This is an optimization exercise on Yosys and OpenROAD, whose aim is small area, not a production implementation. Only simulation tests tie the RTL to the original design; equivalence was not proved.

## audio_mixer
module audio_mixer(
	clk,
	nRst,
	ad_ws,
	ad_bck,
	ad_di,
	ad_do,
	ad_l3md,
	ad_l3clk,
	ad_l3data,
	mcu_data,
	mcu_wr,
	mcu_cmd_data_sw,
	mcu_l3md,
	mcu_l3clk,
	mcu_l3data,
	mcu_cs1,
	mcu_cs0,
	led
);
Size in the first run: about 910 flip-flops, about 48 I/O pins, about 36000 µm² of cells after synthesis.
Settings: LEC_CHECK=0, CAP_MARGIN=5, CORE_MARGIN=2, CORE_UTILIZATION=65, CTS_BUF_LIST=sky130_fd_sc_hd__clkbuf_8 sky130_fd_sc_hd__clkbuf_16, CTS_CLUSTER_DIAMETER=70, CTS_CLUSTER_SIZE=28, PLACE_DENSITY=0.75, SLEW_MARGIN=5, SYNTH_HIERARCHICAL=1; clock period 20.0 ns.
standard.sh (not shown) runs the stock make flow with config.mk's settings and CLKGATE_MAP_FILE= SYNTH_SCRIPT=/design/flow/synth_recipe.tcl, a recipe that flattens the netlist after the stock synthesis.
==> flow/flow/run.sh <==
#!/bin/bash
# The standard layout (the standard.sh, standard synthesis), with three
# changes to how it is built: the buffers that synthesis inserted are removed
# at floorplan (the resizer re-buffers where slew or load needs it), the
# port buffers are the smallest buffer cell, and clock tree synthesis inserts
# no dummy loads.  standard.sh's output goes to standard.log; ORFS writes each
# step's log under orfs/logs.
export REMOVE_ABC_BUFFERS=1
export BUFFER_PORTS_ARGS="-buffer_cell sky130_fd_sc_hd__buf_1"
export CTS_ARGS="-sink_clustering_enable -repair_clock_nets -sink_clustering_size 28 -sink_clustering_max_diameter 70 -buf_list {sky130_fd_sc_hd__clkbuf_8 sky130_fd_sc_hd__clkbuf_16} -dont_use_dummy_load"
bash standard.sh > standard.log 2>&1
Next try:
--- a/flow/design.v
+++ b/flow/design.v
@@ -657,46 +657,44 @@
 wire		rd = ~ecnt[5] & ~capture & (~hv | proc);
 wire	[5:0]	eaddr = {ecnt[4:3], par, ecnt[2:0]};
 assign		maddr = capture ? cmd_r[5:0] : eaddr;
 wire	[7:0]	rdval = (gain_we && cmd_r[5:0] == eaddr) ? mcu_data : mval;
 wire	[2:0]	ui = op ? cmd_r[2:0] : hp[2:0];
 wire	[1:0]	uk = op ? cmd_r[5:4] : hp[4:3];
 wire	[7:0]	ua = op ? cur : hg;
 wire	[7:0]	uc = op ? orig : 8'h00;
 wire		first = ~op & (hp[2:0] == 3'd0);
 wire	[7:0]	xsel;
 generate for (gi = 0; gi < 8; gi = gi + 1) begin : xdec
-	assign xsel[gi] = (ui == gi) & ~((gi % 2) ? zr : zl);
+	assign xsel[gi] = (ui == gi);
 end endgenerate
 wire	[15:4]	xm;
 generate for (gb = 4; gb < 16; gb = gb + 1) begin : xrd
 	wire [2:0] y;
 	aoi222 u0(.A1(xsel[0]), .A2(dl0[gb]), .B1(xsel[1]), .B2(dr0[gb]), .C1(xsel[2]), .C2(dl1[gb]), .Y(y[0]));
 	aoi222 u1(.A1(xsel[3]), .A2(dr1[gb]), .B1(xsel[4]), .B2(dl2[gb]), .C1(xsel[5]), .C2(dr2[gb]), .Y(y[1]));
 	assign y[2] = ~((xsel[6] & dl3[gb]) | (xsel[7] & dr3[gb]));
 	assign xm[gb] = ~&y;
 end endgenerate
-wire	[15:4]	xs = xm;	 
+wire	[15:4]	xs = (ui[0] ? zr : zl) ? 12'd0 : xm;
 wire	[15:0]	x = {xs, 4'd0};
-wire	[3:0]	asel;
-generate for (gi = 0; gi < 4; gi = gi + 1) begin : adec
-	assign asel[gi] = (uk == gi) & ~first;
-end endgenerate
-wire	[15:0]	accs;
-generate for (gb = 0; gb < 16; gb = gb + 1) begin : ard
-	wire y0;
-	aoi222 u(.A1(asel[0]), .A2(acc0[gb]), .B1(asel[1]), .B2(acc1[gb]), .C1(asel[2]), .C2(acc2[gb]), .Y(y0));
-	assign accs[gb] = ~(y0 & ~(asel[3] & acc3[gb]));
-end endgenerate
+reg	[15:0]	accs;
+always @(*)
+	case (uk)
+	2'd0: accs = acc0;
+	2'd1: accs = acc1;
+	2'd2: accs = acc2;
+	default: accs = acc3;
+	endcase
 wire	[15:0]	sum;
-mac_sd mac(.X(x), .A(ua), .C(uc), .ACC(accs), .S(sum));
+mac_sd mac(.X(x), .A(ua), .C(uc), .ACC(first ? 16'd0 : accs), .S(sum));
 wire	wacc = op | proc;
 always @(posedge clk) begin
 	if (wacc && uk == 2'd0) acc0 <= sum;
 	if (wacc && uk == 2'd1) acc1 <= sum;
 	if (wacc && uk == 2'd2) acc2 <= sum;
 	if (wacc && uk == 2'd3) acc3 <= sum;
 end
 wire	out_ld = (cnt[7:0] == 8'd1);
 always @(posedge clk)
 	if (out_ld) begin
 		out0 <= acc0; out1 <= acc1; out2 <= acc2; out3 <= acc3;
The changed run went through all stages and came out clean.
First-iteration DRC count went down by 14%.
Final area climbs by 1.5%.
Die area increases by 2.0%.
Area after synthesis goes up by 2.0%.
Count of clock-buffer cells in the layout stays the same.
Critical path depth goes down by 2.
Sequential share of layout area fell by 1.1 points.
Non-clock buffer count is higher by 2.

========
Setup of v6:
audio_mixer, a different RTL version from the one above (not shown whole).
For scale: roughly 48 I/O pins, ~0.037 mm² of cells after synthesis.
==> flow/design.v (excerpt) <==
module audio_mixer(
	clk,
	nRst,
	ad_ws,
	ad_bck,
	ad_di,
	ad_do,
	ad_l3md,
	ad_l3clk,
	ad_l3data,
	mcu_data,
	mcu_wr,
	mcu_cmd_data_sw,
	mcu_l3md,
	mcu_l3clk,
	mcu_l3data,
	mcu_cs1,
	mcu_cs0,
	led
);
==> flow/config.mk <==
export PLATFORM = sky130hd
export DESIGN_NAME = audio_mixer
export DESIGN_NICKNAME = audio_mixer
export VERILOG_FILES = /design/flow/design.v
export SDC_FILE = /design/flow/constraint.sdc
export NUM_CORES = 4
export LEC_CHECK = 0
export CAP_MARGIN = 20
export CORE_MARGIN = 2
export CORE_UTILIZATION = 65
export CTS_BUF_LIST = sky130_fd_sc_hd__clkbuf_8 sky130_fd_sc_hd__clkbuf_16
export CTS_CLUSTER_DIAMETER = 70
export CTS_CLUSTER_SIZE = 28
export PLACE_DENSITY = 0.75
export SLEW_MARGIN = 20
export SYNTH_HIERARCHICAL = 1
==> flow/constraint.sdc <==
create_clock -name core_clock -period 20.0 [get_ports {clk}]
set_input_delay 4.0000 -clock core_clock [delete_from_list [all_inputs] [get_ports {clk}]]
set_output_delay 4.0000 -clock core_clock [all_outputs]
set_load 0.01 [all_outputs]
run.sh (not shown) runs the stock make flow with config.mk's settings and CLKGATE_MAP_FILE= SYNTH_SCRIPT=/design/flow/synth_recipe.tcl, a recipe that flattens the netlist after the stock synthesis.
Stock flow here: none of the scripts above is used.
v6: done, clean on timing, DRC and antenna
Inputs modified between v6 and v7:
--- a/flow/design.v
+++ b/flow/design.v
@@ -727,13 +727,29 @@
 end
 always @(posedge clk)
 	if (ws_edge) begin
 		tx0 <= out0; tx1 <= out1; tx2 <= out2; tx3 <= out3;
 	end
 wire	[3:0]	bsel = ~(cnt[7:4] - {3'd0, (cnt[3:0] < 4'd4)});
-assign ad_do = (tx_zero | zl) ? 4'd0 : {tx3[bsel], tx2[bsel], tx1[bsel], tx0[bsel]};
+wire	[15:0]	bdec;
+generate for (gi = 0; gi < 16; gi = gi + 1) begin : bdc
+	assign bdec[gi] = (bsel == gi);
+end endgenerate
+wire	[63:0]	txw = {tx3, tx2, tx1, tx0};
+wire	[3:0]	txb;
+generate for (gk = 0; gk < 4; gk = gk + 1) begin : txs
+	wire [5:0] y;
+	for (gi = 0; gi < 5; gi = gi + 1) begin : t
+		aoi222 u(.A1(bdec[3*gi]), .A2(txw[gk*16+3*gi]),
+			 .B1(bdec[3*gi+1]), .B2(txw[gk*16+3*gi+1]),
+			 .C1(bdec[3*gi+2]), .C2(txw[gk*16+3*gi+2]), .Y(y[gi]));
+	end
+	assign y[5] = ~(bdec[15] & txw[gk*16+15]);
+	assign txb[gk] = ~&y;
+end endgenerate
+assign ad_do = (tx_zero | zl) ? 4'd0 : txb;
 endmodule
 module aoi222(A1, A2, B1, B2, C1, C2, Y);
 input A1, A2, B1, B2, C1, C2;
 output Y;
 assign Y = ~((A1 & A2) | (B1 & B2) | (C1 & C2));
 endmodule
==> comparison <==
Re synthesized-area fraction occupied by ao, oa, aoi and oai cells: v6 was lower than v7.
On first-iteration DRC count, v7 does worse than v6.
Between v6 and v7, the area after detailed placement figures differ only marginally.
Comparing v7 with v6, the core region area came out essentially unchanged.
v7 vs v6 on post-DP HPWL: v7 is the higher one.
Non-clock buffer count, v7 vs v6: up by a few percent
Per the comparison of v7 with v6, final cell utilization of the core held steady, aggregate routed wire length grew by about 3%, cell area held steady.
v7 vs v6 — non-filler instance count after layout climbed slightly
Compared with v6, v7 improves synthesized area.

[re-timing with driven ports]
Ports are ideal in the flow. The routed layouts listed here were re-timed in OpenROAD. Step 1 (the two cells are an assumption about what drives the block):
set clk [get_ports {clk}]
set_driving_cell -lib_cell sky130_fd_sc_hd__clkbuf_16 $clk
set_driving_cell -lib_cell sky130_fd_sc_hd__buf_2 [delete_from_list [all_inputs] $clk]
Step 2 times the ports against the registers' clock, not the clock port: input delays grow and output delays shrink by t, the midpoint of the rising clock arrivals with the driver on. Slacks: ideal ports / drivers / drivers and shift; pairs: ideal ports / drivers.
run	t, ns	slack for setup (ns)	worst setup path at the end	worst slew at a driven data input, ns	pins driven straight from the clock port
the first run of note 1	0.656	3.873 / 3.907 / 3.251	input to register	0.03	1
the second run of note 1	0.642	3.288 / 3.326 / 2.684	input to register	0.06	1
v6	0.667	2.873 / 2.908 / 2.241	input to register	0.04	1
v7	0.679	3.279 / 3.316 / 2.637	input to register	0.04	1
After both steps setup and hold are still met in every run listed. The setup slack of v7, which loses most, moves by +0.037 ns with the drivers and by -0.642 ns with both steps.
